This design comes from an exercise in tuning for small area, a short achievable clock period and few clock cycles per item on the open sky130 flow, not from production work. The RTL was checked by simulation tests, not by an equivalence proof against the original design. Power figures rest on the tool's default switching activity, not on a simulated workload.

--- flow/flow/run.sh ---
#!/bin/bash
# Standard layout, with the port buffers made from the smallest plain buffer.
set -e
export BUFFER_PORTS_ARGS="-buffer_cell sky130_fd_sc_hd__buf_1"
bash standard.sh > standard.log 2>&1
--- flow/standard.sh ---
#!/bin/bash
# synth_recipe.tcl (not shown) runs the flow's synth.tcl, then flattens the netlist and writes it again
# the make line also repeats each setting of config.mk as NAME=value (left out here)
make -C /OpenROAD-flow-scripts/flow DESIGN_CONFIG=/design/flow/config.mk WORK_HOME=/design/flow/orfs CLKGATE_MAP_FILE= SYNTH_SCRIPT=/design/flow/synth_recipe.tcl "${@:-finish}"
--- flow/config.mk ---
export PLATFORM = sky130hd
export DESIGN_NAME = sneva_alu
export DESIGN_NICKNAME = sneva_alu
export VERILOG_FILES = /design/flow/design.v
export SDC_FILE = /design/flow/constraint.sdc
export NUM_CORES = 4
export LEC_CHECK = 0
export ABC_AREA = 1
export CAP_MARGIN = 20
export CORE_MARGIN = 2
export CORE_UTILIZATION = 40
export CTS_BUF_LIST = sky130_fd_sc_hd__clkbuf_4 sky130_fd_sc_hd__clkbuf_8
export CTS_CLUSTER_DIAMETER = 500
export CTS_CLUSTER_SIZE = 100
export SLEW_MARGIN = 20
--- flow/constraint.sdc ---
create_clock -name core_clock -period 85.0 [get_ports {clk}]
set_input_delay 17.0000 -clock core_clock [delete_from_list [all_inputs] [get_ports {clk}]]
set_output_delay 17.0000 -clock core_clock [all_outputs]
set_load 0.01 [all_outputs]
--- flow/design.v ---
module add32 (
    input  wire [31:0] a,
    input  wire [31:0] b,
    input  wire        cin,
    output wire [31:0] s,
    output wire        cout
);
  wire [32:0] c;
  assign c[0] = cin;
  genvar i;
  generate
    for (i = 0; i < 32; i = i + 1) begin : g_bit
      assign s[i]   = a[i] ^ b[i] ^ c[i];
      assign c[i+1] = (a[i] & b[i]) | (c[i] & (a[i] ^ b[i]));
    end
  endgenerate
  assign cout = c[32];
endmodule
module carry32 (
    input  wire [31:0] a,
    input  wire [31:0] b,
    output wire        cout
);
  wire [32:0] c;
  assign c[0] = 1'b0;
  genvar i;
  generate
    for (i = 0; i < 32; i = i + 1) begin : g_bit
      assign c[i+1] = (a[i] & b[i]) | (c[i] & (a[i] | b[i]));
    end
  endgenerate
  assign cout = c[32];
endmodule
module sneva_alu (
    input  wire        clk,
    input  wire        rst_n,        
    input  wire        in_valid,
    output wire        in_ready,
    input  wire [3:0]  in_op,
    input  wire [31:0] in_a,
    input  wire [31:0] in_b,
    output reg         out_valid,
    output wire [31:0] out_result,
    output reg         out_carry
);
  reg        rdy;         
  reg        rdy_n;       
  reg        s_valid;     
  reg        busy;        
  reg        div2;        
  reg [3:0]  op;
  reg [31:0] x;           
  reg [32:0] y;           
  reg [5:0]  cnt;         
  reg [31:0] z;           
  assign in_ready   = ~rdy_n;
  assign out_result = z;
  wire op_mul = (op == 4'd2);
  wire op_div = (op == 4'd3);
  wire active = s_valid | busy;
  reg       c_ax;    
  reg       c_az;    
  reg [3:0] c_t;     
  reg       c_x2;    
  reg       c_cin;   
  reg       c_rot;   
  wire [31:0] a_in = ({32{c_ax}} & x) | ({32{c_az}} & z);
  wire [31:0] b_in;
  genvar gi;
  generate
    for (gi = 0; gi < 32; gi = gi + 1) begin : g_bin
      wire lut = x[gi] ? (y[gi] ? c_t[3] : c_t[2]) : (y[gi] ? c_t[1] : c_t[0]);
      if (gi == 0) begin : g0
        assign b_in[gi] = lut;
      end else begin : gn
        assign b_in[gi] = lut ^ (c_x2 & x[gi-1]);
      end
    end
  endgenerate
  wire        cin  = c_cin | (c_rot & x[31]);
  wire [31:0] sum;
  wire        cout;
  add32 u_add (.a(a_in), .b(b_in), .cin(cin), .s(sum), .cout(cout));
  wire cy;
  carry32 u_cy (.a(x), .b(y[31:0]), .cout(cy));
  wire mul_term  = (y[31:1] == 31'd0) | (x[29:0] == 30'd0);   
  wire mul_term2 = (y[31:3] == 29'd0) | (x[27:0] == 28'd0);   
  wire ge        = cout & ~y[32];                             
  wire go        = ge & ~cnt[5];                              
  wire cnt_is1   = (cnt == 6'd1);
  wire mulact = active & op_mul;
  wire divact = active & op_div;
  wire done_mul = mulact & mul_term;
  wire done_div = divact & (div2 ? cnt_is1 : (~go & (cnt == 6'd0)));
  wire done = (s_valid & ~op_mul & ~op_div) | done_mul | done_div;
  wire final_next = (mulact & ~mul_term & mul_term2) |
                    (divact & ~div2 & ~go & cnt_is1) |
                    (divact & div2 & (cnt == 6'd2));
  reg [31:0] z_next;
  always @(*) begin
    case (op)
      4'd3:  z_next = div2 ? {z[30:0], ge} : 32'd0;
      4'd5:  z_next = {1'b0, x[31:1]};
      4'd7:  z_next = {x[0], x[31:1]};
      4'd14: z_next = {31'd0, ~cout};
      4'd15: z_next = {31'd0, sum == 32'd0};   
      default: z_next = sum;   
    endcase
  end
  wire nb_y1 = y[3];
  wire nb_y0 = y[2];
  wire nb_yb = y[1];
  wire nb_m1 = nb_y0 ^ nb_yb;
  wire nb_m2 = (nb_y1 & ~nb_y0 & ~nb_yb) | (~nb_y1 & nb_y0 & nb_yb);
  wire in_mul = (in_op == 4'd2);
  wire in_sh  = (in_op == 4'd4) | (in_op == 4'd6);
  wire rdy_next = rdy ? ~(in_valid & (in_op[3:1] == 3'b001)) : (done | final_next);
  always @(posedge clk or negedge rst_n) begin
    if (!rst_n) begin
      rdy       <= 1'b1;
      rdy_n     <= 1'b0;
      s_valid   <= 1'b0;
      busy      <= 1'b0;
      div2      <= 1'b0;
      out_valid <= 1'b0;
    end else begin
      s_valid   <= in_valid & rdy;
      busy      <= (mulact | divact) & ~done;
      div2      <= divact & ~done & (div2 | ~go);
      out_valid <= done;
      rdy       <= rdy_next;
      rdy_n     <= ~rdy_next;
    end
  end
  always @(posedge clk) begin
    op <= rdy ? in_op : op;
    if (rdy) begin
      x   <= in_a;
      y   <= {1'b0, in_b};
      cnt <= 6'd0;
    end else if (op[0]) begin   
      if (div2 & ge) x <= sum;
      y   <= (~div2 & go) ? {y[31:0], 1'b0} : {1'b0, y[32:1]};
      cnt <= (~div2 & go) ? cnt + 6'd1 : (div2 ? cnt - 6'd1 : cnt);
    end else begin              
      x  <= {x[29:0], 2'b00};
      y  <= {2'b00, y[32:2]};
    end
    z <= z_next;
    if (rdy) begin
      c_ax  <= ~in_mul & ~in_op[3] | (in_op[3:1] == 3'b111);   
      c_x2  <= in_mul & in_b[1] & ~in_b[0];
      c_cin <= (in_mul & in_b[1]) | ~(in_mul | in_sh | (in_op == 4'd0) | (in_op[3] & ~(in_op[3:1] == 3'b111)));
      c_rot <= (in_op == 4'd6);
      case (in_op)
        4'd0, 4'd5, 4'd7: c_t <= 4'b1010;                
        4'd2:  c_t <= {{2{in_b[0] ^ in_b[1]}}, {2{in_b[1]}}};   
        4'd4, 4'd6: c_t <= 4'b1100;                      
        4'd8:  c_t <= 4'b1000;                           
        4'd9:  c_t <= 4'b1110;                           
        4'd10: c_t <= 4'b0110;                           
        4'd11: c_t <= 4'b0001;                           
        4'd12: c_t <= 4'b0111;                           
        4'd13: c_t <= 4'b1001;                           
        default: c_t <= 4'b0101;                         
      endcase
    end else if (op_mul) begin
      c_t   <= {{2{nb_m1 ^ nb_y1}}, {2{nb_y1}}};
      c_x2  <= nb_m2;
      c_cin <= nb_y1;
    end
    c_az <= mulact & ~done;
    if (s_valid) out_carry <= cy;
  end
endmodule
==> results of run 1 <==
-- kinds of logic after synthesis --
| family | share of synthesized area |
|---|---|
| flops | 0.336 |
| compound gates | 0.261 |
| simple gates | 0.205 |
| buf+inv | 0.0808 |
| xor+xnor | 0.0350 |
| fa+ha+maj | 0.0817 |
-- layout make-up --
class / instances / area (um2) / share of cell area
flip-flops and latches: 123 / 2940 / 0.302
clock buffers: 18 / 241 / 0.0248
inverters: 113 / 438 / 0.0450
multi-input cells: 917 / 5120 / 0.526
well taps: 280 / 350 / 0.0360
clock inverters: 14 / 123 / 0.0126
repair buffers: 121 / 514 / 0.0528
-- worst paths after layout --
path                              startpoint  cells past startpoint             endpoint  slack, ns
min in group asynchronous              rst_n                      1      rdy_n$_DFF_PN0_      16.39
setup reg to reg              c_ax$_DFFE_PP_                     47        y[19]$_DFF_P_      67.53
hold reg to reg            s_valid$_DFF_PN0_                      0  out_carry$_DFFE_PP_       0.52
hold / removal             s_valid$_DFF_PN0_                      0  out_carry$_DFFE_PP_       0.52
setup / recovery               z[27]$_DFF_P_                      1       out_result[27]      66.94
max in group asynchronous              rst_n                      1        rdy$_DFF_PN1_      68.33
-- per-layer routing --
metal	routed length, um	global-route usage
met1	12900	0.347
met2	13000	0.382
met3	2150	0.0502
met4	605	0.0814
met5	0	0
-- power breakdown --
group | internal, W | switching, W | total, W
Clock | 0.0000235 | 0.0000273 | 0.0000508
Sequential | 0.0000884 | 0.0000291 | 0.000117
Combinational | 0.0000789 | 0.000110 | 0.000189
Total | 0.000191 | 0.000167 | 0.000357
-- per-stage QoR --
| step | instance area (um2) | utilization | power (W) | setup slack (ns) | hold slack [ns] |
|---|---|---|---|---|---|
| global placement | 9370 | 0.432 | 0.000303 | 66.83 | 0.479 |
| global route | 9730 | 0.449 | 0.000390 | 66.80 | 0.538 |
| CTS | 9730 | 0.449 | 0.000357 | 66.92 | 0.524 |
| detailed placement | 9370 | 0.432 | 0.000306 | 66.77 | 0.504 |
| finish | 9730 | 0.449 | 0.000357 | 66.94 | 0.517 |
| floorplan | 8760 | - | 0.000252 | 67.14 | 0.456 |
-- state kept, by name, indices dropped and copies added, names as in the netlist, 4 cells and up --
register and cells:
z 32, op 4, y 33, x 32
c_t 4, cnt 6
-- cells in the final DEF (no fill, tap or decap), types with 6 or more instances in the layout --
master,count
nor3_1,8
nand4_1,14
ha_1,6
fa_1,32
nor2_1,155
a21oi_1,156
o211ai_1,28
buf_4,16
a22oi_1,11
buf_1,105
o22ai_1,45
clkbuf_8,17
inv_1,98
edfxtp_1,45
o21ai_0,142
nand3_1,41
nand2_1,195
xnor2_1,31
dfxtp_1,72
inv_2,13
nor4_1,13
==> notes.md, run 1 <==
largest net degree at the start of global routing=89; Die Ht=152 um; Layout Area Growth over Synthesis=11.1%; H-tree Lvls=4; Root Buffer Master=clkbuf_8; CTS Buffer Depth=2; Arr. time, crit path=1.06 ns; YS warnings=1; critical-path cell list=buf_1; RSZ-0062 raised after global routing=false; Slowest-stage cell, CP=dfxtp_1; initial antenna violation count=0; Synth Area per Inst=7.16 um2; crit-path max cell delay=0.44 ns; vias=9066; first-pass GRT wire length=46100 um; Yosys top cell area share=0.164; diodes inserted=0; P_leak=3.73 nW; Commonest cells post-synth=nand2_1, nor2_1, a21oi_1; final net count=1402; final std cells w/o fill=1586; Starting Density=0.404; critical path class=reg -> out; Setup TNS Final=0 ns; PwrDens=36.7 mW/mm2; Setup Skew=0.0152 ns; I/O Buffers=105; CTS Buf Count=17; Mapped Area=0.00876 mm2; Slew headroom=0.233; via count of the first global-routing pass=8423; register bit total from synthesis=123; drt initial violations=981; cell taking the most area after synthesis=dfxtp_1; Synth Flop Type=dfxtp_1; status=no timing/DRC/antenna violations; IO Pins=106; max-slew violation total from the final report=0; Post-DP HPWL=19700 um; top post-synthesis cells by area=dfxtp_1, edfxtp_1, a21oi_1, nand2_1, o21ai_0; Mapped Nets=1333; die area=0.0231 mm2; Max Cap Viol=0; GR Overflow Total=0; minimum clock period=18.06 ns; drt via density=5.72; synth unique cells=46; final setup fails=0; worst-skew pair later-pin latency=0.46 ns; final RePlAce weighted congestion=0.861; Final period util=0.213; worst slew pin tran=1.15 ns; hold_buf cts=0; Die X=152 um; total track usage=0.247; clock-pin slew on the worst setup and hold paths=0.08 ns; Max Freq=55.4 MHz; crit path capture type=output pin; PostCTS Resize Cnt=0; Critical Path RT=68.00 ns; DR pass1 iterations=6; CTS Sinks=123; Core Region=0.0217 mm2; TritonCTS clock tree=done; Final Hold Fails=0; VDD IR max=0.0000111 V; WL/cell=18.0 um; Post-route DRC=0; post-route ant nets=0; Filler Cell Count=2271; share of layout cells above drive strength 1=0.0544; Synth async-reset ratio=0.0488; worst hold path class=reg -> reg; post-synthesis cell count=1224; EDFF count, synth=45; CP Buf/Inv Count=1; Placed Cells=1554; Seq/Total Area, Yosys=0.336; Post-CTS Setup Bufs=0; Crit Path Max Fanout=3; Row Count=54; Worst setup SP type=flip-flop; CP top delay family=flip-flops; routed wire length=28600 um; most frequent cell after synthesis=nand2_1
Testbench counts, summed over its fixed seeds: cycles 77,895, items 32,000.
==> run 2, diff against run 1 <==
==> flow/flow/run.sh (replaced) <==
#!/bin/bash
# Standard layout, with two changes: the port buffers are the smallest plain
# buffer, and synthesis maps with an ABC area script (flow/abc_area.script)
# that leaves out ABC's buffering and gate upsizing.
set -e
rm -rf scripts_abc
cp -r "$FLOW_HOME/scripts" scripts_abc
cp flow/abc_area.script scripts_abc/abc_area.script
export SCRIPTS_DIR="$PWD/scripts_abc"
export BUFFER_PORTS_ARGS="-buffer_cell sky130_fd_sc_hd__buf_1"
bash standard.sh > standard.log 2>&1
==> flow/flow/abc_area.script (new file) <==
strash
dc2
dch -f
&get -n
&nf -R 1000
&put
topo
--- a/flow/config.mk
+++ b/flow/config.mk
@@ -9,7 +9,7 @@
 export CAP_MARGIN = 20
 export CORE_MARGIN = 2
 export CORE_UTILIZATION = 40
-export CTS_BUF_LIST = sky130_fd_sc_hd__clkbuf_4 sky130_fd_sc_hd__clkbuf_8
-export CTS_CLUSTER_DIAMETER = 500
-export CTS_CLUSTER_SIZE = 100
+export CTS_BUF_LIST = sky130_fd_sc_hd__clkbuf_8
+export CTS_CLUSTER_DIAMETER = 100
+export CTS_CLUSTER_SIZE = 30
 export SLEW_MARGIN = 20
==> run 2 against run 1 <==
Against the previous run: critical path type unchanged; utilization increased by 2.8 points; worst hold slack got worse by 0.0076 ns; via count shrank 19%; worst setup slack lost 0.0028 ns; critical path depth unchanged; die area fell by 7.9%; clock power rose by about 20%; wire length fell by 16%; synthesized cell count down 32%; first-iteration DRC count decreased by 19%; still clean; clock-buffer cell count fell by 1.
==> notes.md, run 2 <==
status=no timing/DRC/antenna violations; final RePlAce weighted congestion=0.864 (+0.36%); top post-synthesis cells by area=dfxtp_1, edfxtp_1, mux4_2, fa_1, nand2_1; Max Cap Viol=0 (unchanged); Slew headroom=0.307 (+0.0739); Most flops, register=y; post-synthesis cell count=828 (-32%); hold slack=0.510 ns (-0.00760 ns); IO Pins=106 (unchanged); RSZ-0062 raised after global routing=false; clock-pin slew on the worst setup and hold paths=0.08 ns (about the same); WL/cell=19.3 um (+7.1%); Post-CTS Setup Bufs=0 (unchanged); CP Buf/Inv Count=1 (unchanged); Setup Skew=0.0164 ns (+0.00125 ns); Clk network pwr share=0.477 (+0.335); H-tree Lvls=4 (unchanged); P_leak=3.13 nW (-16%); VDD IR max=0.00000829 V (-25%); worst hold path class=reg -> reg; Arr. time, crit path=1.07 ns (about the same); Slowest-stage cell, CP=dfxtp_1; cell taking the most area after synthesis=dfxtp_1; YS warnings=1 (unchanged); Row Count=51 (-5.6%); share of layout cells above drive strength 1=0.0839 (+0.0296); minimum clock period=18.07 ns (+0.00280 ns); Max Freq=55.4 MHz (about the same); synth unique cells=50 (+8.7%); Setup TNS Final=0 ns (unchanged); sequential power share=0.485 (+0.156); Net Switching=0.0000295 W (-82%); Cell Int Power=0.0000983 W (-48%); Synth Area per Inst=9.72 um2 (+36%); GR Overflow Total=0 (unchanged); PostCTS Resize Cnt=0 (unchanged); worst-skew pair later-pin latency=0.46 ns (about the same); Final Hold Fails=0 (unchanged); most common cell after layout, fill and taps aside=nand2_1; Final period util=0.213 (about the same); Layout Area Growth over Synthesis=16.0%; biggest regs=y: 33 flops, x: 32 flops, z: 32 flops; Synth async-reset ratio=0.0488 (unchanged); Core Region=0.0196 mm2 (-9.7%); Mapped Area=0.00805 mm2 (-8.1%); vias=7352 (-19%); first-pass GRT wire length=38600 um (-16%); initial antenna violation count=0 (unchanged); crit-path max cell delay=0.43 ns (about the same); drt via density=5.92 (+3.6%); total track usage=0.227 (-0.0199); most frequent cell after synthesis=nand2_1; routed wire length=24000 um (-16%); die area=0.0213 mm2 (-7.9%); CP top delay family=flip-flops; DR pass1 iterations=8 (+2); TritonCTS clock tree=done; PwrDens=13.7 mW/mm2 (-63%); largest net degree at the start of global routing=89 (unchanged); final setup fails=0 (unchanged); critical path class=reg -> out; critical-path cell list=buf_1; Post-DP HPWL=16400 um (-17%); via count of the first global-routing pass=7073 (-16%); Yosys top cell area share=0.179 (+0.0146); Worst setup SP type=flip-flop; diodes inserted=0 (unchanged); Root Buffer Master=clkbuf_8; CTS Buf Count=17 (unchanged); drt initial violations=791 (-19%); commonest non-fill, non-tap cells in the layout=nand2_1, buf_1, o21ai_0; Mapped Nets=937 (-30%); max reg flops=33 (unchanged); Commonest cells post-synth=nand2_1, o21ai_0, a21oi_1; Comb power frac=0.038 (-0.491); CTS Sinks=123 (unchanged); Critical Path RT=68.00 ns (about the same); Die Ht=146 um (-4.0%); Synth Flop Type=dfxtp_1; Starting Density=0.411 (+0.00688); Die X=146 um (-4.0%); crit path capture type=output pin; Sw Share=0.231 (-0.235); I/O Buffers=105 (unchanged); reg2reg setup slack=67.57 ns (+0.04 ns); Post-route DRC=0 (unchanged); final net count=1073 (-23%); CTS Buffer Depth=2 (unchanged); Crit Path Max Fanout=3 (unchanged); Seq/Total Area, Yosys=0.366 (+0.0298); post-route ant nets=0 (unchanged); hold_buf cts=0 (unchanged); EDFF count, synth=45 (unchanged); worst slew pin tran=1.04 ns (-0.111 ns); max-slew violation total from the final report=0 (unchanged); register bit total from synthesis=123 (unchanged)
==> run 2: changes by cell type after synthesis, moves of 31 or more <==
cell      change
o22ai_1      -34
nor2_1      -131
clkbuf_1     -65
mux4_2       +32
inv_1       -100
o21ai_0      -65
nand3_1      -31
clkinv_1     +44
nand2_1      -33
a21oi_1      -80
==> run 2: cell families after synthesis <==
| kind of cell | count (synthesis) | share of synthesized area |
|---|---|---|
| AOI/OAI and AO/OA | 277 | 0.226 |
| adders and majority gates | 38 | 0.0889 |
| xor gates and xnor gates | 34 | 0.0370 |
| and+or+nand+nor | 248 | 0.133 |
| buffers and inverters | 45 | 0.0210 |
| DFF | 123 | 0.366 |
| muxes | 63 | 0.128 |
==> run 2: power by group through the flow <==
stage          clock network, W  registers (W)   logic (W)
5_1_grt               0.0000645      0.0000622  0.00000555
3_3_place_gp                  0      0.0000634  0.00000469
3_5_place_dp                  0      0.0000634  0.00000482
4_1_cts               0.0000619      0.0000620  0.00000487
6_report              0.0000610      0.0000621  0.00000481
2_1_floorplan                 0      0.0000632  0.00000268
==> run 2: through the flow <==
step | power, W | instance area (um2) | worst slack (ns) | std cells | utilization
floorplan | 0.0000659 | 8050 | 67.09 | 828 | -
global placement | 0.0000681 | 8880 | 66.68 | 1210 | 0.453
detailed placement | 0.0000682 | 8880 | 66.58 | 1210 | 0.453
CTS | 0.000129 | 9340 | 66.93 | 1242 | 0.477
global route | 0.000132 | 9340 | 66.78 | 1242 | 0.477
finish | 0.000128 | 9340 | 66.93 | 1242 | 0.477
==> run 2: worst paths after layout <==
check                      cells after the start                 from                   to
setup / recovery                               1        z[30]$_DFF_P_       out_result[30]
hold / removal                                 1  cnt[4]$_SDFFE_PP0P_  cnt[4]$_SDFFE_PP0P_
setup reg to reg                              41     c_t[3]$_DFFE_PP_       x[5]$_DFFE_PP_
hold reg to reg                                1  cnt[4]$_SDFFE_PP0P_  cnt[4]$_SDFFE_PP0P_
max in group asynchronous                      1                rst_n        rdy$_DFF_PN1_
min in group asynchronous                      1                rst_n  out_valid$_DFF_PN0_
==> run 2: layer usage <==
metal  vias to the layer above  share of wire  global-route usage
li1                       3492              -                   -
met4                         0          0.017              0.0647
met1                      3552           0.44               0.312
met2                       274           0.47               0.365
met3                        34          0.067              0.0458
met5                         -              0                   0
==> run 2: worst register-to-register path: cells and delay by family, from the launching register on <==
kind | cells | cell delay, ns
mux | 1 | 0.64
buf+inv | 5 | 0.76
flops | 1 | 0.81
simple gates | 3 | 0.74
fa+ha+maj | 32 | 14.17
==> run 2: final cells by class <==
| cell class | instances | area (um2) |
|---|---|---|
| fill | 1905 | 10200 |
| multi-input combinational | 660 | 4950 |
| sequential | 123 | 2950 |
| timing repair buffer | 117 | 484 |
| tap | 265 | 332 |
| clock buffer | 17 | 234 |
| clock inverter | 15 | 223 |
| inverter | 45 | 169 |
==> run 3, diff against run 2 <==
==> flow/flow/abc_area.script (replaced) <==
strash
&get -n
&st
&syn2
&dch
&nf -R 1000
&put
topo
--- a/flow/config.mk
+++ b/flow/config.mk
@@ -8,7 +8,7 @@
 export ABC_AREA = 1
 export CAP_MARGIN = 20
 export CORE_MARGIN = 2
-export CORE_UTILIZATION = 40
+export CORE_UTILIZATION = 65
 export CTS_BUF_LIST = sky130_fd_sc_hd__clkbuf_8
 export CTS_CLUSTER_DIAMETER = 100
 export CTS_CLUSTER_SIZE = 30
==> run 3 against run 2 <==
Against the previous run: highest routed layer unchanged; wire length fell by 0.58%; clock-buffer cell count rose by 1; still clean on timing, DRC and antenna; global-route usage rose by 13 points.
==> notes.md, run 3 <==
Final Hold Fails=0 (unchanged); minimum clock period=18.06 ns (-0.00880 ns); WL/cell=19.6 um (+1.3%); final RePlAce weighted congestion=0.902 (+4.4%); most common cell after layout, fill and taps aside=nand2_1; Setup Skew=0.0130 ns (-0.00345 ns); reg2reg setup slack=67.23 ns (-0.34 ns); die area=0.0136 mm2 (-36%); routed wire length=23900 um (-0.58%); Synth Flop Type=dfxtp_1; Core Region=0.0125 mm2 (-36%); Clk network pwr share=0.467 (-0.010); Arr. time, crit path=1.06 ns (about the same); Commonest cells post-synth=nand2_1, nor2_1, o21ai_0; share of layout cells above drive strength 1=0.0793 (-0.00466); Slew headroom=0.262 (-0.0444); H-tree Lvls=4 (unchanged); cell taking the most area after synthesis=dfxtp_1; FF-to-FF End=cnt[4]$_SDFFE_PP0P_; post-synthesis cell count=897 (+8.3%); sequential power share=0.514 (+0.029); worst r2r src=c_t[0]$_DFFE_PP_; VDD IR max=0.0000115 V (+39%); worst hold path class=reg -> reg; hold_buf cts=0 (unchanged); YS warnings=1 (unchanged); vias=8150 (+11%); Worst setup SP type=flip-flop; crit-path max cell delay=0.41 ns (-0.02 ns); register bit total from synthesis=123 (unchanged); Cell Int Power=0.0000913 W (-7.1%); CTS Sinks=123 (unchanged); Max Freq=55.4 MHz (about the same); Slowest-stage cell, CP=dfxtp_1; critical path class=reg -> out; P_leak=3.24 nW (+3.6%); met2 usage=0.592 (+0.227); EDFF count, synth=45 (unchanged); CP Buf/Inv Count=1 (unchanged); biggest regs=y: 33 flops, x: 32 flops, z: 32 flops; PwrDens=12.5 mW/mm2 (-8.5%); via count of the first global-routing pass=7515 (+6.2%); first-pass GRT wire length=37800 um (-2.0%); Post-DP Area=0.00897 mm2 (+0.97%); clock-pin slew on the worst setup and hold paths=0.07 ns (about the same); Crit Path Max Fanout=3 (unchanged); Final Util=0.751 (+0.274); synth unique cells=49 (-2.0%); Sw Share=0.225 (-0.00623); Post-CTS Setup Bufs=0 (unchanged); worst slew pin tran=1.11 ns (+0.0660 ns); Mapped Nets=1006 (+7.4%); GR Overflow Total=0 (unchanged); Starting Density=0.658 (+0.247); Row Count=41 (-20%); top post-synthesis cells by area=dfxtp_1, edfxtp_1, mux4_2, fa_1, nand2_1; Synth Area per Inst=9.18 um2 (-5.6%); M3 GR Usage=0.0763 (+0.0305); Die Ht=117 um (-20%); Comb power frac=0.019 (-0.019); I/O Buffers=105 (unchanged); Mapped Area=0.00824 mm2 (+2.3%); Net Switching=0.0000265 W (-10%); final net count=1143 (+6.5%); Worst path depth=1 (unchanged); Most Crowded Layer GR=met2; CTS Buffer Depth=2 (unchanged); max-slew violation total from the final report=0 (unchanged); origin of the worst setup path=z[0]$_DFF_P_; drt via density=6.69 (+13%); Filler Cell Count=969 (-49%); critical-path cell list=buf_1; CTS Buf Count=17 (unchanged); CP Capture Point=out_result[0]; Root Buffer Master=clkbuf_8; Layout Area Growth over Synthesis=14.2%; Critical Path RT=68.00 ns (about the same); max reg flops=33 (unchanged); Synth async-reset ratio=0.0488 (unchanged); Die X=117 um (-20%); largest net degree at the start of global routing=131 (+47%); initial antenna violation count=0 (unchanged); Post-route DRC=0 (unchanged); Setup TNS Final=0 ns (unchanged); RSZ-0062 raised after global routing=false; crit path capture type=output pin; CP top delay family=flip-flops; most frequent cell after synthesis=nand2_1; diodes inserted=0 (unchanged); Post-DP HPWL=15900 um (-2.8%); DR pass1 iterations=5 (-3); post-route ant nets=0 (unchanged); post-route design area=0.00940 mm2 (+0.64%); R2R depth=46 (+12%); total track usage=0.357 (+0.130); Yosys top cell area share=0.175 (-0.00402); IO Pins=106 (unchanged); status=no timing/DRC/antenna violations; commonest non-fill, non-tap cells in the layout=nand2_1, buf_1, nor2_1; drt initial violations=893 (+13%); final setup fails=0 (unchanged); TritonCTS clock tree=done; Seq/Total Area, Yosys=0.357 (-0.00822); Most flops, register=y; met1 global-route usage=0.468 (+0.157); Max Cap Viol=0 (unchanged); Final period util=0.212 (about the same); PostCTS Resize Cnt=0 (unchanged); worst-skew pair later-pin latency=0.45 ns (about the same)
## run 3: layout make-up
class                           instances  area, um2  share of cell area
Clock inverter                         14        173              0.0184
Tap cell                              172        215              0.0229
Sequential cell                       123       2950               0.314
Inverter                               14       52.6             0.00559
Clock buffer                           18        248              0.0263
Timing Repair Buffer                  118        495              0.0527
Multi-Input combinational cell        760       5270               0.561
## run 3: worst min-delay path by stage
stage,cells past startpoint,slack (ns),startpoint,end
floorplan,2,0.47,cnt[5]$_SDFFE_PP0P_,cnt[5]$_SDFFE_PP0P_
global placement,1,0.50,cnt[4]$_SDFFE_PP0P_,cnt[4]$_SDFFE_PP0P_
detailed placement,1,0.51,cnt[4]$_SDFFE_PP0P_,cnt[4]$_SDFFE_PP0P_
CTS,1,0.53,cnt[4]$_SDFFE_PP0P_,cnt[4]$_SDFFE_PP0P_
global route,1,0.55,cnt[4]$_SDFFE_PP0P_,cnt[4]$_SDFFE_PP0P_
finish,1,0.53,cnt[4]$_SDFFE_PP0P_,cnt[4]$_SDFFE_PP0P_
## run 3: kinds of logic (layout without fill, tap and decap cells)
family / after synthesis / in the layout / synth area share
AOI/OAI and AO/OA: 275 / 275 / 0.216
xor gates and xnor gates: 37 / 37 / 0.0393
adders and majority gates: 39 / 39 / 0.0881
buffers and inverters: 14 / 164 / 0.00638
DFF: 123 / 123 / 0.357
muxes: 35 / 35 / 0.0911
and+or+nand+nor: 374 / 374 / 0.202
## run 3: stage by stage
stage	power [W]	instances	hold WS, ns	worst slack (ns)
2_1_floorplan	0.0000625	897	0.472	67.20
6_report	0.000118	1219	0.530	66.94
5_1_grt	0.000121	1219	0.551	66.49
3_3_place_gp	0.0000640	1187	0.498	66.87
3_5_place_dp	0.0000641	1187	0.510	66.78
4_1_cts	0.000118	1219	0.528	66.91
## run 3: routing by layer
metal | vias to the layer above | wire length, um | part of all wire
li1 | 3680 | - | -
met1 | 3942 | 9380 | 0.39
met2 | 456 | 11800 | 0.49
met3 | 72 | 1990 | 0.084
met4 | 0 | 674 | 0.028
met5 | - | 0 | 0
## run 3: power by group through the flow
stage                     combinational [W]  sequential [W]  clock (W)
final                            0.00000224       0.0000606  0.0000550
after global routing             0.00000250       0.0000606  0.0000579
after CTS                        0.00000221       0.0000606  0.0000555
after detailed placement         0.00000219       0.0000619          0
after global placement           0.00000207       0.0000619          0
after floorplan                 0.000000532       0.0000620          0
==> run 4, diff against run 3 <==
==> flow/flow/abc_area.script (replaced) <==
strash
&get -n
&dch
&nf -R 1000
&put
topo
==> run 4 against run 3 <==
Against the previous run: power rose by 140%; wire length fell by 1.6%; clock power fell by 15%; still clean on timing, DRC and antenna.
==> notes.md, run 4 <==
Setup TNS Final=0 ns (unchanged); CTS Sinks=123 (unchanged); Seq/Total Area, Yosys=0.358 (+0.000598); clock-pin slew on the worst setup and hold paths=0.07 ns (about the same); Critical Path RT=68.00 ns (about the same); Arr. time, crit path=1.04 ns (-0.02 ns); YS warnings=1 (unchanged); status=no timing/DRC/antenna violations; Mapped Nets=939 (-6.7%); Row Count=41 (unchanged); most frequent cell after synthesis=nand2_1; initial antenna violation count=0 (unchanged); Synth Area per Inst=9.91 um2 (+7.9%); routed wire length=23500 um (-1.6%); final RePlAce weighted congestion=0.883 (-2.2%); critical-path cell list=buf_1; final net count=1076 (-5.9%); worst slack, placed=66.67 ns (-0.112 ns); total track usage=0.356 (-0.00125); Filler Cell Count=952 (-1.8%); Crit Path Max Fanout=3 (unchanged); Comb power frac=0.462 (+0.443); Slowest-stage cell, CP=dfxtp_1; Synth Flop Type=dfxtp_1; GR Overflow Total=0 (unchanged); minimum clock period=18.04 ns (-0.0163 ns); Max Cap Viol=0 (unchanged); via count of the first global-routing pass=7257 (-3.4%); P_leak=3.48 nW (+7.6%); biggest regs=y: 33 flops, x: 32 flops, z: 32 flops; Die X=116 um (about the same); hold path start=s_valid$_DFF_PN0_; WL/cell=20.4 um (+4.2%); vias=7813 (-4.1%); EDFF count, synth=45 (unchanged); Slew headroom=0.295 (+0.0327); Reg area=0.00295 mm2 (unchanged); final setup fails=0 (unchanged); diodes inserted=0 (unchanged); CTS Buffer Depth=2 (unchanged); Sw Share=0.427 (+0.203); Commonest cells post-synth=nand2_1, o21ai_0, dfxtp_1; Multi-input gate area=0.00514 mm2 (-2.6%); die area=0.0136 mm2 (-0.16%); Final Hold Fails=0 (unchanged); worst slew pin tran=1.06 ns (-0.0484 ns); post-synthesis cell count=830 (-7.5%); most common cell after layout, fill and taps aside=nand2_1; DR pass1 iterations=6 (+1); top post-synthesis cells by area=dfxtp_1, edfxtp_1, mux4_2, fa_1, nand2_1; H-tree Lvls=4 (unchanged); crit path capture type=output pin; origin of the worst setup path=z[22]$_DFF_P_; max-slew violation total from the final report=0 (unchanged); IO Pins=106 (unchanged); Clk network pwr share=0.168 (-0.299); CP Buf/Inv Count=1 (unchanged); drt via density=6.78 (+1.4%); share of layout cells above drive strength 1=0.0735 (-0.00580); first-pass GRT wire length=37200 um (-1.5%); Root Buffer Master=clkbuf_8; CP top delay family=flip-flops; cell taking the most area after synthesis=dfxtp_1; PostCTS Resize Cnt=0 (unchanged); Setup Skew=0.00970 ns (-0.00328 ns); Final period util=0.212 (about the same); hold_buf cts=0 (unchanged); worst hold path class=reg -> reg; Post-CTS Setup Bufs=0 (unchanged); crit-path max cell delay=0.41 ns (about the same); critical path class=reg -> out; VDD IR max=0.0000174 V (+52%); TritonCTS clock tree=done; Post-route DRC=0 (unchanged); setup slack after layout=66.96 ns (+0.0163 ns); Starting Density=0.660 (+0.00160); Most flops, register=y; post-route ant nets=0 (unchanged); max reg flops=33 (unchanged); Worst setup SP type=flip-flop; PwrDens=29.9 mW/mm2 (+140%); worst-skew pair later-pin latency=0.45 ns (about the same); synth unique cells=46 (-6.1%); drt initial violations=879 (-1.6%); I/O Buffers=105 (unchanged); Net Switching=0.000119 W (+350%); sequential power share=0.370 (-0.144); RSZ-0062 raised after global routing=false; Max Freq=55.4 MHz (about the same); commonest non-fill, non-tap cells in the layout=nand2_1, buf_1, o21ai_0; Mapped Area=0.00822 mm2 (-0.17%); Post-DP HPWL=15600 um (-1.9%); Synth async-reset ratio=0.0488 (unchanged); Cell Int Power=0.000159 W (+74%); Die Ht=116 um (about the same); Core Region=0.0125 mm2 (-0.41%); CTS Buf Count=17 (unchanged); largest net degree at the start of global routing=72 (-45%); Layout Area Growth over Synthesis=13.0%; Yosys top cell area share=0.175 (+0.000293); hold slack=0.546 ns (+0.0161 ns); register bit total from synthesis=123 (unchanged); worst r2r src=c_t[2]$_DFFE_PP_
## run 4: cell count changes in the layout (fill, tap and decap cells not counted), moves of 24 or more
cell and change:
o22ai_1 +29, nor2_1 -34, mux2i_1 +25, clkinv_1 +28, o31ai_1 -27, nor2b_1 -26, mux2_1 +29, a32oi_1 +32
nand2_1 -31, a22oi_1 -31, a21oi_1 -24
## run 4: area by class of cell
class / count / share of cell area
Sequential cell: 123 / 0.317
Clock buffer: 23 / 0.0341
Clock inverter: 9 / 0.00377
Inverter: 40 / 0.0162
Tap cell: 172 / 0.0232
Timing Repair Buffer: 118 / 0.0529
Multi-Input combinational cell: 667 / 0.553
## run 4: path summary, 6_finish.rpt
check | end | slack, ns | depth (start not counted)
min | out_carry$_DFFE_PP_ | 0.55 | 0
max | out_result[22] | 66.96 | 1
min in group asynchronous | rdy_n$_DFF_PN0_ | 16.40 | 1
max reg2reg | rdy$_DFF_PN1_ | 67.18 | 46
max in group asynchronous | rdy$_DFF_PN1_ | 68.32 | 1
min reg2reg | out_carry$_DFFE_PP_ | 0.55 | 0
## run 4: cells by family (layout without fill, tap and decap cells)
group / count (synthesis) / count (layout) / share of synthesized area
buffers and inverters: 40 / 190 / 0.0183
DFF: 123 / 123 / 0.358
muxes: 89 / 89 / 0.161
adders and majority gates: 40 / 40 / 0.0895
xor gates and xnor gates: 36 / 36 / 0.0383
AOI/OAI and AO/OA: 246 / 246 / 0.198
and+or+nand+nor: 256 / 256 / 0.136
## run 4: stage by stage
stage	instances	total power, W	area (um2)	util
5_1_grt	1152	0.000296	9290	0.745
3_5_place_dp	1120	0.000228	8940	0.717
3_3_place_gp	1120	0.000223	8940	0.717
6_report	1152	0.000278	9290	0.745
2_1_floorplan	830	0.000188	8220	-
4_1_cts	1152	0.000275	9290	0.745
## run 4: power groups by stage
stage               Combinational (W)   Clock, W  Sequential [W]
floorplan                   0.0000878          0        0.000100
global placement             0.000121          0        0.000102
detailed placement           0.000126          0        0.000103
CTS                          0.000127  0.0000469        0.000102
global route                 0.000142  0.0000492        0.000104
finish                       0.000128  0.0000466        0.000103
## run 4: routing by layer
metal  share of wire  global-route usage  up-vias
met5               0                   0        -
met3            0.10              0.0758       61
met4           0.026               0.147        0
li1                -                   -     3472
met2            0.47               0.568      542
met1            0.40               0.477     3738
==> run 5, diff against run 4 <==
==> flow/flow/abc_area.script (replaced) <==
strash
dc2
dch -f
&get -n
&nf -R 1000
&put
topo
==> run 5 against run 4 <==
Against the previous run: combinational power fell by 96%; clock-buffer cell count fell by 6; maximum frequency barely moved; die area fell by 2.0%; worst setup slack got worse by 0.0062 ns; worst hold slack got worse by 0.039 ns; synthesized area fell by 2.1%; critical path depth did not move; flip-flop and latch count did not move; power fell by 56%; clock skew rose by 0.0011 ns; critical path type unchanged; largest cell class unchanged; largest power group is now sequential cells.
==> notes.md, run 5 <==
critical path class=reg -> out; vias=7750 (-0.81%); worst slew pin tran=0.837 ns (-0.221 ns); share of layout cells above drive strength 1=0.0848 (+0.0113); YS warnings=1 (unchanged); most frequent cell after synthesis=nand2_1; I/O Buffers=105 (unchanged); final RePlAce weighted congestion=0.890 (+0.84%); max reg flops=33 (unchanged); Most flops, register=y; drt via density=6.76 (-0.37%); Pwr Total=0.000122 W (-56%); biggest regs=y: 33 flops, x: 32 flops, z: 32 flops; hold slack=0.507 ns (-0.0395 ns); P_leak=3.11 nW (-11%); CP top delay family=flip-flops; TritonCTS clock tree=done; worst-skew pair later-pin latency=0.46 ns (about the same); Root Buffer Master=clkbuf_8; CTS Buffer Depth=2 (unchanged); IO Pins=106 (unchanged); worst hold path class=reg -> reg; H-tree Lvls=4 (unchanged); Final Util=0.762 (+0.0166); synth unique cells=50 (+8.7%); Seq/Total Area, Yosys=0.366 (+0.00762); CTS Sinks=123 (unchanged); Max Freq=55.4 MHz (about the same); register bit total from synthesis=123 (unchanged); Die X=115 um (-1.0%); top post-synthesis cells by area=dfxtp_1, edfxtp_1, mux4_2, fa_1, nand2_1; final net count=1075 (-0.093%); Critical Path RT=68.00 ns (about the same); Max Cap Viol=0 (unchanged); Multi-input gate area=0.00495 mm2 (-3.5%); routed wire length=22900 um (-2.6%); critical-path cell list=buf_1; status=no timing/DRC/antenna violations; Reg area=0.00295 mm2 (unchanged); Setup TNS Final=0 ns (unchanged); Row Count=40 (-2.4%); Worst setup SP type=flip-flop; initial antenna violation count=0 (unchanged); clock-pin slew on the worst setup and hold paths=0.08 ns (about the same); CP Buf/Inv Count=1 (unchanged); crit-path max cell delay=0.40 ns (about the same); Arr. time, crit path=1.05 ns (about the same); Post-CTS Setup Bufs=0 (unchanged); CTS Buf Count=17 (unchanged); Filler Cell Count=917 (-3.7%); PwrDens=13.3 mW/mm2 (-56%); post-route ant nets=0 (unchanged); post-synthesis cell count=828 (-0.24%); Slew headroom=0.439 (+0.144); Setup Skew=0.0108 ns (+0.00108 ns); Core Region=0.0121 mm2 (-3.2%); Post-DP HPWL=15100 um (-3.2%); reg2reg setup slack=67.70 ns (+0.52 ns); Die Ht=115 um (-1.0%); Post-route DRC=0 (unchanged); setup slack after layout=66.95 ns (-0.00620 ns); crit path capture type=output pin; EDFF count, synth=45 (unchanged); total track usage=0.357 (+0.000705); most common cell after layout, fill and taps aside=nand2_1; Synth Area per Inst=9.72 um2 (-1.8%); Final period util=0.212 (about the same); hold_buf cts=0 (unchanged); max-slew violation total from the final report=0 (unchanged); die area=0.0133 mm2 (-2.0%); PostCTS Resize Cnt=0 (unchanged); Final Hold Fails=0 (unchanged); Synth Flop Type=dfxtp_1; diodes inserted=0 (unchanged); cell taking the most area after synthesis=dfxtp_1; Starting Density=0.668 (+0.00789); drt initial violations=1012 (+15%); Crit Path Max Fanout=3 (unchanged); Layout Area Growth over Synthesis=14.2%; final setup fails=0 (unchanged); minimum clock period=18.05 ns (+0.00620 ns); Mapped Area=0.00805 mm2 (-2.1%); largest net degree at the start of global routing=84 (+17%); Yosys top cell area share=0.179 (+0.00373); Synth async-reset ratio=0.0488 (unchanged); GR Overflow Total=0 (unchanged); Slowest-stage cell, CP=dfxtp_1; via count of the first global-routing pass=7327 (+0.96%); Commonest cells post-synth=nand2_1, o21ai_0, a21oi_1; commonest non-fill, non-tap cells in the layout=nand2_1, buf_1, o21ai_0; DR pass1 iterations=6 (unchanged); first-pass GRT wire length=37100 um (-0.43%); Mapped Nets=937 (-0.21%); VDD IR max=0.0000140 V (-20%); RSZ-0062 raised after global routing=false; worst slack, placed=66.59 ns (-0.0844 ns); WL/cell=19.9 um (-2.2%)
-- run 5: changes by cell type after synthesis, moves of 3 or more --
cell / before / now
a21oi_1: 22 / 76
a222oi_1: 0 / 30
a31oi_1: 2 / 7
a32oi_1: 32 / 1
clkinv_1: 40 / 45
mux2_1: 29 / 1
nand2_1: 138 / 162
nand4_1: 7 / 4
nor2_1: 53 / 26
nor2b_1: 5 / 0
o21a_1: 6 / 1
o21ai_0: 82 / 77
o22ai_1: 39 / 11
-- run 5: cell type report --
type | count | share of cell area
Sequential cell | 123 | 0.321
Timing Repair Buffer | 119 | 0.0543
Inverter | 45 | 0.0184
Clock inverter | 15 | 0.0192
Multi-Input combinational cell | 660 | 0.539
Tap cell | 168 | 0.0229
Clock buffer | 17 | 0.0255
-- run 5: report_power, final --
part / leakage [nW] / switching [W] / total [W] / internal (W)
clock network: 0.195 / 0.0000260 / 0.0000549 / 0.0000289
logic: 1.80 / 0.00000289 / 0.00000516 / 0.00000227
registers: 1.11 / 0.000000872 / 0.0000621 / 0.0000612
total: 3.11 / 0.0000297 / 0.000122 / 0.0000923
-- run 5: stage by stage --
step | cell area [um2] | cells
floorplan | 8050 | 828
global placement | 8780 | 1115
detailed placement | 8780 | 1115
CTS | 9190 | 1147
global route | 9190 | 1147
finish | 9190 | 1147
-- run 5: kinds of logic (layout without fill, tap and decap cells) --
group,count (synthesis),count (layout),share of synthesized area
DFF,123,123,0.366
buffers and inverters,45,196,0.0210
xor gates and xnor gates,34,34,0.0370
muxes,63,63,0.128
AOI/OAI and AO/OA,277,277,0.226
adders and majority gates,38,38,0.0889
and+or+nand+nor,248,248,0.133
-- run 5: final timing paths --
check,depth (start not counted),from,to
worst max-delay path,1,z[0]$_DFF_P_,out_result[0]
worst min-delay path,0,s_valid$_DFF_PN0_,out_carry$_DFFE_PP_
worst max register to register,42,c_t[3]$_DFFE_PP_,x[18]$_DFFE_PP_
worst min register to register,0,s_valid$_DFF_PN0_,out_carry$_DFFE_PP_
max in group asynchronous,1,rst_n,rdy$_DFF_PN1_
min in group asynchronous,1,rst_n,busy$_DFF_PN0_
-- run 5: per-layer routing --
layer  track usage  vias to the layer above  part of all wire
li1              -                     3484                 -
met1         0.465                     3692              0.40
met2         0.582                      504              0.49
met3        0.0859                       70             0.088
met4         0.138                        0             0.029
met5             0                        -                 0
==> run 6, diff against run 5 <==
--- a/flow/flow/run.sh
+++ b/flow/flow/run.sh
@@ -1,7 +1,8 @@
 #!/bin/bash
 # Standard layout, with two changes: the port buffers are the smallest plain
 # buffer, and synthesis maps with an ABC area script (flow/abc_area.script)
-# that leaves out ABC's buffering and gate upsizing.
+# that restructures with &deepsyn and maps for area, leaving out ABC's buffering
+# and gate upsizing.
 set -e
 rm -rf scripts_abc
 cp -r "$FLOW_HOME/scripts" scripts_abc
==> flow/flow/abc_area.script (replaced) <==
strash
&get -n
&deepsyn -I 4 -J 50
&put
dch -f
&get -n
&nf -R 1000
&put
topo
==> run 6 against run 5 <==
Against the previous run: still clean on timing, DRC and antenna; maximum frequency down 0.36%; final cell count shrank 8.7%; via count fell by 3.2%; first-iteration DRC count grew 30%; power decreased by 5.7%; combinational power fell by 55%; critical path depth is 5 higher; wire length grew 1.7%; register-to-register slack lost 0.15 ns; final area is 5.1% lower; worst setup slack lost 0.066 ns; critical endpoint is now c_t[1]$_DFFE_PP_.
==> notes.md, run 6 <==
Root Buffer Master=clkbuf_8; critical-path cell list=buf_1 -> clkinv_1 -> a41oi_1 -> o21ai_0 -> a21oi_1 -> nor2_1; minimum clock period=18.11 ns (+0.0659 ns); Synth Flop Type=dfxtp_1; PostCTS Resize Cnt=0 (unchanged); max-slew violation total from the final report=0 (unchanged); Clk network pwr share=0.453 (+0.004); die area=0.0126 mm2 (-4.9%); hold path start=y[32]$_SDFF_PP0_; WL/cell=22.2 um (+11%); final RePlAce weighted congestion=0.911 (+2.4%); final setup fails=0 (unchanged); vias=7501 (-3.2%); H-tree Lvls=4 (unchanged); Setup TNS Final=0 ns (unchanged); cell taking the most area after synthesis=dfxtp_1; VDD IR max=0.0000103 V (-26%); I/O Buffers=105 (unchanged); IO Pins=106 (unchanged); RSZ-0062 raised after global routing=false; Net Switching=0.0000247 W (-17%); hold_buf cts=0 (unchanged); via count of the first global-routing pass=7184 (-2.0%); Most flops, register=y; Seq/Total Area, Yosys=0.385 (+0.0194); top post-synthesis cells by area=dfxtp_1, edfxtp_1, mux4_2, fa_1, a222oi_1; synth unique cells=46 (-8.0%); Commonest cells post-synth=nor2_1, nand2_1, dfxtp_1; final net count=1000 (-7.0%); drt initial violations=1314 (+30%); clock-pin slew on the worst setup and hold paths=0.08 ns (about the same); share of layout cells above drive strength 1=0.0841 (-0.000710); CP Buf/Inv Count=2 (+1); Setup Skew=0.0113 ns (+0.000482 ns); CTS Sinks=123 (unchanged); Slew headroom=0.262 (-0.177); origin of the worst setup path=in_op[3]; Cell Int Power=0.0000904 W (-2.1%); worst hold path class=reg -> reg; Die Ht=112 um (-2.5%); most common cell after layout, fill and taps aside=nor2_1; routed wire length=23300 um (+1.7%); Final period util=0.213 (+0.000775); post-synthesis cell count=753 (-9.1%); worst r2r src=c_t[3]$_DFFE_PP_; Mapped Nets=862 (-8.0%); CTS Buffer Depth=2 (unchanged); sequential power share=0.527 (+0.019); Die X=112 um (-2.5%); most frequent cell after synthesis=nor2_1; hold slack=0.472 ns (-0.0343 ns); Synth Area per Inst=10.2 um2 (+4.4%); total track usage=0.379 (+0.0224); worst-skew pair later-pin latency=0.45 ns (about the same); Max Cap Viol=0 (unchanged); Crit Path Max Fanout=7 (+4); Critical Path RT=85.19 ns (+17.19 ns); diodes inserted=0 (unchanged); max reg flops=33 (unchanged); commonest non-fill, non-tap cells in the layout=nor2_1, buf_1, nand2_1; Filler Cell Count=859 (-6.3%); worst slew pin tran=1.11 ns (+0.270 ns); CTS Buf Count=17 (unchanged); TritonCTS clock tree=done; biggest regs=y: 33 flops, x: 32 flops, z: 32 flops; Max Freq=55.2 MHz (-0.36%); GR Overflow Total=0 (unchanged); Worst setup SP type=input port; register bit total from synthesis=123 (unchanged); Final Util=0.761 (-0.00131); status=no timing/DRC/antenna violations; Comb power frac=0.020 (-0.022); Multi-input gate area=0.00453 mm2 (-8.5%); Sw Share=0.214 (-0.0293); largest net degree at the start of global routing=51 (-39%); first-pass GRT wire length=37400 um (+0.86%); Post-CTS Setup Bufs=0 (unchanged); Slowest-stage cell, CP=a41oi_1; DR pass1 iterations=9 (+3); crit path capture type=flip-flop; crit-path max cell delay=0.40 ns (about the same); drt via density=7.16 (+6.0%); Core Region=0.0115 mm2 (-4.9%); critical path class=in -> reg; Synth async-reset ratio=0.0488 (unchanged); Final Hold Fails=0 (unchanged); CP top delay family=compound AO/OA/AOI/OAI gates; Post-route DRC=0 (unchanged); Reg area=0.00294 mm2 (-0.13%); post-route ant nets=0 (unchanged); Starting Density=0.667 (-0.000755); Post-DP HPWL=15000 um (-0.48%); YS warnings=1 (unchanged); initial antenna violation count=0 (unchanged); PwrDens=13.2 mW/mm2 (-0.66%); P_leak=3.18 nW (+2.4%); Arr. time, crit path=18.30 ns (+17.25 ns); Layout Area Growth over Synthesis=14.1% (about the same); Mapped Area=0.00765 mm2 (-5.0%); Row Count=39 (-2.5%); EDFF count, synth=45 (unchanged); Yosys top cell area share=0.189 (+0.00949)
[run 6: cell count changes after synthesis, moves of 9 or more]
cell,before,now
o22ai_1,11,56
mux2i_1,30,1
nand2_1,162,77
a21oi_1,76,21
o21ai_0,77,17
a222oi_1,30,45
nor3_1,8,17
nor2_1,26,114
[run 6: final timing paths]
path	end	slack, ns	cells past startpoint
hold / removal	y[30]$_DFF_P_	0.47	2
setup / recovery	c_t[1]$_DFFE_PP_	66.89	6
hold reg to reg	y[30]$_DFF_P_	0.47	2
min in group asynchronous	div2$_DFF_PN0_	16.40	1
max in group asynchronous	rdy$_DFF_PN1_	68.32	1
setup reg to reg	y[1]$_DFF_P_	67.55	43
[run 6: cell type report]
cell class | count | area share
Inverter | 46 | 0.0198
Sequential cell | 123 | 0.337
Clock buffer | 18 | 0.0284
Tap cell | 143 | 0.0205
Clock inverter | 14 | 0.0159
Timing Repair Buffer | 119 | 0.0581
Multi-Input combinational cell | 584 | 0.520
[run 6: worst reg2reg max path, delay by kind of cell (launching register included)]
kind                     cells  cell delay [ns]
adder cells (fa/ha/maj)     32            14.38
flip-flops                   1             0.83
AND/OR/NAND/NOR              4             0.83
multiplexers                 1             0.65
buffers and inverters        5             0.50
AO/OA/AOI/OAI                1             0.23
[run 6: per-stage QoR]
stage | instances | power [W] | cell area, um2 | setup slack (ns)
after detailed placement | 1014 | 0.0000642 | 8320 | 66.55
final | 1047 | 0.000115 | 8720 | 66.89
after global placement | 1014 | 0.0000641 | 8320 | 66.67
after floorplan | 753 | 0.0000624 | 7650 | 67.06
after global routing | 1047 | 0.000118 | 8720 | 66.86
after CTS | 1046 | 0.000115 | 8710 | 66.93
[run 6: power groups by stage]
stage | registers [W] | logic, W | clock network [W]
floorplan | 0.0000620 | 0.000000450 | 0
global placement | 0.0000619 | 0.00000211 | 0
detailed placement | 0.0000619 | 0.00000223 | 0
CTS | 0.0000606 | 0.00000224 | 0.0000523
global route | 0.0000606 | 0.00000252 | 0.0000546
finish | 0.0000606 | 0.00000234 | 0.0000521
[run 6: kinds of logic after synthesis]
logic type / after synthesis / synth area share
adders and majority gates: 38 / 0.0936
xor gates and xnor gates: 33 / 0.0378
AOI/OAI and AO/OA: 219 / 0.217
DFF: 123 / 0.385
and+or+nand+nor: 261 / 0.149
buffers and inverters: 46 / 0.0226
muxes: 33 / 0.0956
[run 6: layer usage]
metal	global-route usage	vias to the layer above	part of all wire
met5	0	-	0
met4	0.172	0	0.029
met3	0.0729	67	0.12
met2	0.596	601	0.48
met1	0.517	3566	0.37
li1	-	3267	-
==> run 7, diff against run 6 <==
--- a/flow/config.mk
+++ b/flow/config.mk
@@ -9,7 +9,7 @@
 export CAP_MARGIN = 20
 export CORE_MARGIN = 2
 export CORE_UTILIZATION = 65
-export CTS_BUF_LIST = sky130_fd_sc_hd__clkbuf_8
+export CTS_BUF_LIST = sky130_fd_sc_hd__clkbuf_4
 export CTS_CLUSTER_DIAMETER = 100
 export CTS_CLUSTER_SIZE = 30
 export SLEW_MARGIN = 20
==> run 7 against run 6 <==
Against the previous run: worst setup slack got worse by 0.023 ns; sequential power about the same; via count shrank 0.23%; worst hold slack better by 0.011 ns; synthesized cell count stayed put; wire length down 1.1%; sequential share of layout area rose by 0.43 points.
==> notes.md, run 7 <==
biggest regs=y: 33 flops, x: 32 flops, z: 32 flops; Setup TNS Final=0 ns (unchanged); Slowest-stage cell, CP=dfxtp_1; YS warnings=1 (unchanged); cell taking the most area after synthesis=dfxtp_1; VDD IR max=0.00000949 V (-8.1%); Most flops, register=y; Mapped Nets=862 (unchanged); DR pass1 iterations=7 (-2); P_leak=3.12 nW (-1.9%); Slew headroom=0.263 (+0.00103); top post-synthesis cells by area=dfxtp_1, edfxtp_1, mux4_2, fa_1, a222oi_1; drt via density=7.15 (-0.23%); via count of the first global-routing pass=7129 (-0.77%); vias=7484 (-0.23%); RSZ-0062 raised after global routing=false; Commonest cells post-synth=nor2_1, nand2_1, dfxtp_1; TritonCTS clock tree=done; CTS Sinks=123 (unchanged); initial antenna violation count=1 (+1); largest net degree at the start of global routing=51 (unchanged); CTS Buf Count=17 (unchanged); Die X=112 um (unchanged); Worst setup SP type=flip-flop; post-synthesis cell count=753 (unchanged); Setup Skew=0.0145 ns (+0.00321 ns); final setup fails=0 (unchanged); die area=0.0126 mm2 (unchanged); critical path class=reg -> out; first-pass GRT wire length=37100 um (-0.76%); worst hold path class=reg -> reg; IO Pins=106 (unchanged); Post-DP Area=0.00832 mm2 (unchanged); Final Util=0.751 (-0.00960); worst-skew pair later-pin latency=0.54 ns (+0.09 ns); PostCTS Resize Cnt=0 (unchanged); clock-pin slew on the worst setup and hold paths=0.11 ns (+0.03 ns); Yosys top cell area share=0.189 (unchanged); minimum clock period=18.14 ns (+0.0227 ns); Synth async-reset ratio=0.0488 (unchanged); max-slew violation total from the final report=0 (unchanged); post-route ant nets=0 (unchanged); worst slew pin tran=1.11 ns (-0.00155 ns); CP top delay family=flip-flops; crit path capture type=output pin; Root Buffer Master=clkbuf_4; final RePlAce weighted congestion=0.911 (unchanged); H-tree Lvls=4 (unchanged); Max Cap Viol=0 (unchanged); CTS Buffer Depth=2 (unchanged); commonest non-fill, non-tap cells in the layout=nor2_1, buf_1, nand2_1; Critical Path RT=68.00 ns (-17.19 ns); critical-path cell list=buf_1; CP Buf/Inv Count=1 (-1); drt initial violations=1192 (-9.3%); Layout Area Growth over Synthesis=12.6%; Synth Area per Inst=10.2 um2 (unchanged); hold_buf cts=0 (unchanged); crit-path max cell delay=0.43 ns (+0.03 ns); Die Ht=112 um (unchanged); worst slack, placed=66.55 ns (unchanged); max reg flops=33 (unchanged); most frequent cell after synthesis=nor2_1; post-route design area=0.00861 mm2 (-1.3%); Final Hold Fails=0 (unchanged); GR Overflow Total=0 (unchanged); register bit total from synthesis=123 (unchanged); Post-DP HPWL=15000 um (unchanged); final net count=999 (-0.10%); share of layout cells above drive strength 1=0.0875 (+0.00342); Post-CTS Setup Bufs=0 (unchanged); Row Count=39 (unchanged); synth unique cells=46 (unchanged); WL/cell=22.0 um (-1.1%); Mapped Area=0.00765 mm2 (unchanged); total track usage=0.376 (-0.00325); Synth Flop Type=dfxtp_1; status=no timing/DRC/antenna violations; most common cell after layout, fill and taps aside=nor2_1; hold slack=0.483 ns (+0.0111 ns); setup slack after layout=66.86 ns (-0.0227 ns); Max Freq=55.1 MHz (-0.13%); Arr. time, crit path=1.14 ns (-17.16 ns); Post-route DRC=0 (unchanged); routed wire length=23000 um (-1.1%); Starting Density=0.667 (unchanged); I/O Buffers=105 (unchanged); PwrDens=12.3 mW/mm2 (-6.6%); EDFF count, synth=45 (unchanged); Final period util=0.213 (+0.000267); Core Region=0.0115 mm2 (unchanged); Seq/Total Area, Yosys=0.385 (unchanged); Crit Path Max Fanout=3 (-4)
[run 7: cell counts after synthesis]
Identical to the previous run, type by type.
[run 7: cell type report]
class | instances | area, um2
multi-input combinational | 584 | 4530
sequential | 123 | 2940
fill | 878 | 2850
timing repair buffer | 118 | 492
tap | 143 | 179
inverter | 46 | 173
clock buffer | 22 | 165
clock inverter | 10 | 124
antenna | 1 | 2.50
[run 7: cell families (layout without fill, tap and decap cells)]
kind of cell             Yosys count  in the layout  synth area share
AO/OA/AOI/OAI                    219            219             0.217
multiplexers                      33             33            0.0956
adder cells (fa/ha/maj)           38             38            0.0936
flip-flops                       123            123             0.385
XOR/XNOR                          33             33            0.0378
AND/OR/NAND/NOR                  261            261             0.149
buffers and inverters             46            196            0.0226
other                              0              1                 0
[run 7: worst register-to-register path: cells and delay by family (launching register included)]
family / cells / cell delay (ns)
and+or+nand+nor: 4 / 0.82
buffers and inverters: 5 / 0.49
AOI/OAI and AO/OA: 1 / 0.23
muxes: 1 / 0.66
DFF: 1 / 0.84
adders and majority gates: 32 / 14.36
[run 7: stage by stage]
stage,std cells,total power [W]
2_1_floorplan,753,0.0000624
3_3_place_gp,1014,0.0000641
3_5_place_dp,1014,0.0000642
4_1_cts,1046,0.000106
5_1_grt,1047,0.000109
6_report,1047,0.000106
[run 7: path summary, 6_finish.rpt]
check / start / to / slack (ns) / depth (start not counted)
worst max-delay path: z[0]$_DFF_P_ / out_result[0] / 66.86 / 1
worst min-delay path: y[32]$_SDFF_PP0_ / y[30]$_DFF_P_ / 0.48 / 2
worst max register to register: c_t[3]$_DFFE_PP_ / y[1]$_DFF_P_ / 67.57 / 43
worst min register to register: y[32]$_SDFF_PP0_ / y[30]$_DFF_P_ / 0.48 / 2
max in group asynchronous: rst_n / rdy$_DFF_PN1_ / 68.42 / 1
min in group asynchronous: rst_n / div2$_DFF_PN0_ / 16.30 / 1
[run 7: metal layers]
layer,global-route usage,share of wire
met1,0.515,0.38
met2,0.589,0.47
met3,0.0767,0.12
met4,0.163,0.034
met5,0,0
[run 7: where the power goes]
part | internal [W] | switching, W
clock | 0.0000216 | 0.0000215
sequential | 0.0000606 | 0
combinational | 0.000000928 | 0.00000141
==> run 8, diff against run 7 <==
--- a/flow/design.v
+++ b/flow/design.v
@@ -50,7 +50,7 @@
   reg        div2;        
   reg [3:0]  op;
   reg [31:0] x;           
-  reg [32:0] y;           
+  reg [34:0] y;           
   reg [5:0]  cnt;         
   reg [31:0] z;           
   assign in_ready   = ~rdy_n;
@@ -85,7 +85,7 @@
   carry32 u_cy (.a(x), .b(y[31:0]), .cout(cy));
   wire mul_term  = (y[31:1] == 31'd0) | (x[29:0] == 30'd0);   
   wire mul_term2 = (y[31:3] == 29'd0) | (x[27:0] == 28'd0);   
-  wire ge        = cout & ~y[32];                             
+  wire ge        = cout & ~(|y[34:32]);                       
   wire go        = ge & ~cnt[5];                              
   wire cnt_is1   = (cnt == 6'd1);
   wire mulact = active & op_mul;
@@ -136,15 +136,15 @@
     op <= rdy ? in_op : op;
     if (rdy) begin
       x   <= in_a;
-      y   <= {1'b0, in_b};
+      y   <= {3'b000, in_b};
       cnt <= 6'd0;
     end else if (op[0]) begin   
       if (div2 & ge) x <= sum;
-      y   <= (~div2 & go) ? {y[31:0], 1'b0} : {1'b0, y[32:1]};
-      cnt <= (~div2 & go) ? cnt + 6'd1 : (div2 ? cnt - 6'd1 : cnt);
+      y   <= (~div2 & go) ? {y[31:0], 3'b000} : {1'b0, y[34:1]};
+      cnt <= (~div2 & go) ? cnt + 6'd3 : (div2 ? cnt - 6'd1 : cnt);
     end else begin              
       x  <= {x[29:0], 2'b00};
-      y  <= {2'b00, y[32:2]};
+      y  <= {2'b00, y[34:2]};
     end
     z <= z_next;
     if (rdy) begin
==> run 8 against run 7 <==
Against the previous run: clock power rose by 9.5%; clock skew grew 0.0090 ns; maximum frequency is 0.25% lower; global-route usage down 0.92 points; sequential power increased by 68%; power is 150% higher; critical path type unchanged; highest routed layer unchanged.
==> notes.md, run 8 <==
drt via density=7.03 (-1.7%); drt initial violations=1369 (+15%); CTS Buf Count=17 (unchanged); hold_buf cts=0 (unchanged); Worst setup SP type=flip-flop; Setup Skew=0.0234 ns (+0.00896 ns); GR Overflow Total=0 (unchanged); PwrDens=30.3 mW/mm2 (+150%); P_leak=3.12 nW (about the same); M1 WL=8660 um (-0.67%); Commonest cells post-synth=nor2_1, nand2_1, dfxtp_1; Post-route DRC=0 (unchanged); max-slew violation total from the final report=0 (unchanged); die area=0.0127 mm2 (+0.44%); Setup TNS Final=0 ns (unchanged); Synth async-reset ratio=0.0480 (-0.000780); Layout Area Growth over Synthesis=12.8%; setup slack after layout=66.82 ns (-0.0457 ns); VDD IR max=0.0000264 V (+180%); final RePlAce weighted congestion=0.939 (+3.1%); share of layout cells above drive strength 1=0.0860 (-0.00149); post-synthesis cell count=759 (+0.80%); worst slew pin tran=1.03 ns (-0.0774 ns); largest net degree at the start of global routing=55 (+7.8%); vias=7386 (-1.3%); Filler Cell Count=856 (-2.5%); H-tree Lvls=4 (unchanged); PostCTS Resize Cnt=0 (unchanged); RSZ-0062 raised after global routing=false; Synth Area per Inst=10.1 um2 (-0.34%); clock-pin slew on the worst setup and hold paths=0.12 ns (about the same); Arr. time, crit path=1.18 ns (+0.04 ns); met2 WL post-DR=11100 um (+3.1%); routed wire length=23000 um (-0.27%); Yosys top cell area share=0.193 (+0.00435); via count of the first global-routing pass=6883 (-3.5%); Max Freq=55.0 MHz (-0.25%); CTS Sinks=125 (+1.6%); crit path capture type=output pin; CTS Buffer Depth=2 (unchanged); IO Pins=106 (unchanged); Reg area=0.00298 mm2 (+1.4%); WL/cell=21.8 um (-0.65%); critical-path cell list=buf_1; worst-skew pair later-pin latency=0.58 ns (+0.04 ns); Max Cap Viol=0 (unchanged); Final Hold Fails=0 (unchanged); final setup fails=0 (unchanged); Row Count=39 (unchanged); Multi-input gate area=0.00453 mm2 (about the same); Starting Density=0.670 (+0.00306); most frequent cell after synthesis=nor2_1; Seq/Total Area, Yosys=0.388 (+0.00346); initial antenna violation count=1 (unchanged); final net count=1001 (+0.20%); critical path class=reg -> out; Most flops, register=y; crit-path max cell delay=0.40 ns (-0.03 ns); Synth Flop Type=dfxtp_1; worst slack, placed=66.56 ns (+0.00930 ns); most common cell after layout, fill and taps aside=nor2_1; register bit total from synthesis=125 (+1.6%); Die Ht=113 um (+0.22%); Post-DP HPWL=15200 um (+1.1%); Core Region=0.0115 mm2 (unchanged); DR pass1 iterations=7 (unchanged); Final Util=0.756 (+0.00469); biggest regs=y: 35 flops, x: 32 flops, z: 32 flops; Die X=113 um (+0.22%); CP Buf/Inv Count=1 (unchanged); top post-synthesis cells by area=dfxtp_1, edfxtp_1, mux4_2, fa_1, nor2_1; commonest non-fill, non-tap cells in the layout=nor2_1, buf_1, nand2_1; Post-CTS Setup Bufs=0 (unchanged); minimum clock period=18.18 ns (+0.0457 ns); TritonCTS clock tree=done; total track usage=0.367 (-0.00917); Mapped Area=0.00768 mm2 (+0.46%); cell taking the most area after synthesis=dfxtp_1; routed wl met3=2540 um (-6.4%); synth unique cells=46 (unchanged); Slew headroom=0.315 (+0.0516); uppermost layer routed=met4; first-pass GRT wire length=36300 um (-2.1%); Crit Path Max Fanout=3 (unchanged); max reg flops=35 (+6.1%); post-route ant nets=0 (unchanged); I/O Buffers=105 (unchanged); EDFF count, synth=45 (unchanged); YS warnings=1 (unchanged); Critical Path RT=68.00 ns (about the same); Slowest-stage cell, CP=dfxtp_1; Root Buffer Master=clkbuf_4; Final period util=0.214 (+0.000538); Mapped Nets=866 (+0.46%); worst hold path class=reg -> reg; CP top delay family=flip-flops; status=no timing/DRC/antenna violations
[run 8: changes by cell type after synthesis, moves of 3 or more]
cell,previous run,this run
xor2_1,2,5
o32ai_1,3,0
o21ai_0,17,21
nand3_1,9,4
a31oi_1,3,0
nor2_1,114,121
nor3b_1,0,4
nor2b_1,6,2
[run 8: per-layer routing]
metal,track usage,vias to the layer above
li1,-,3265
met1,0.499,3494
met2,0.581,556
met3,0.0825,71
met4,0.142,0
met5,0,-
[run 8: area by class of cell]
class	count	area share
well taps	143	0.0206
multi-input cells	587	0.523
flip-flops and latches	125	0.344
inverters	47	0.0204
repair buffers	116	0.0550
diodes	1	0.000289
clock inverters	9	0.0166
clock buffers	23	0.0199
[run 8: worst paths after layout]
check / from / cells past startpoint / slack [ns] / to
worst min register to register: z[30]$_DFF_P_ / 2 / 0.47 / z[31]$_DFF_P_
min in group asynchronous: rst_n / 1 / 16.27 / out_valid$_DFF_PN0_
worst max register to register: c_t[3]$_DFFE_PP_ / 43 / 67.23 / y[24]$_DFF_P_
worst max-delay path: z[0]$_DFF_P_ / 1 / 66.82 / out_result[0]
max in group asynchronous: rst_n / 1 / 68.45 / rdy$_DFF_PN1_
worst min-delay path: z[30]$_DFF_P_ / 2 / 0.47 / z[31]$_DFF_P_
[run 8: report_power, final]
part | switching, W | internal [W]
registers | 0.0000240 | 0.0000778
logic | 0.0000586 | 0.0000544
clock network | 0.0000223 | 0.0000250
total | 0.000105 | 0.000157
[run 8: cells by family (layout without fill, tap and decap cells)]
group           Yosys count  in the layout  share of synthesized area
flops                   125            125                      0.389
mux                      33             33                     0.0951
simple gates            268            268                      0.153
other cells               0              1                          0
buf+inv                  47            195                     0.0230
compound gates          215            215                      0.210
fa+ha+maj                36             36                     0.0899
xor+xnor                 35             35                     0.0399
[run 8: stage by stage]
stage / std cells / power [W] / hold slack, ns / cell area, um2
after global placement: 1018 / 0.000209 / 0.450 / 8350
after CTS: 1050 / 0.000260 / 0.469 / 8660
after global routing: 1051 / 0.000277 / 0.504 / 8670
after floorplan: 759 / 0.000179 / 0.456 / 7680
final: 1051 / 0.000262 / 0.467 / 8670
after detailed placement: 1018 / 0.000212 / 0.455 / 8350
Testbench counts of run 8, summed over its fixed seeds: cycles 71,759, items 32,000.

## afterwards: timing with drivers on the ports
How much do the figures lean on ideal ports? The routed layouts below were timed once more, with nothing changed but the port constraints. Step 1 sets driving cells, clkbuf_16 on the clock port and buf_2 on the other inputs (assumed; they add their load-dependent delay and slew). Step 2 times the ports against the registers' clock, not the clock port: input delays grow and output delays shrink by t, the midpoint of the rising clock arrivals with the driver on. a / b / c = no drivers / after step 1 / after step 2; a / b = the first two.
run	t, ns	setup WS [ns]	worst slew at a driven data input, ns
run 1	0.495	66.936 / 66.893 / 66.767	0.04
run 2	0.491	66.934 / 66.896 / 66.571	0.04
run 3	0.481	66.942 / 66.904 / 66.748	0.04
run 4	0.486	66.959 / 66.921 / 66.607	0.04
run 5	0.498	66.952 / 66.913 / 66.567	0.04
run 6	0.485	66.887 / 66.899 / 66.414	0.04
run 7	0.570	66.864 / 66.828 / 66.432	0.04
run 8	0.609	66.818 / 66.781 / 66.458	0.04
After both steps setup and hold are still met in every run listed. The setup slack of run 6, which loses most, moves by +0.012 ns with the drivers and by -0.473 ns with both steps.
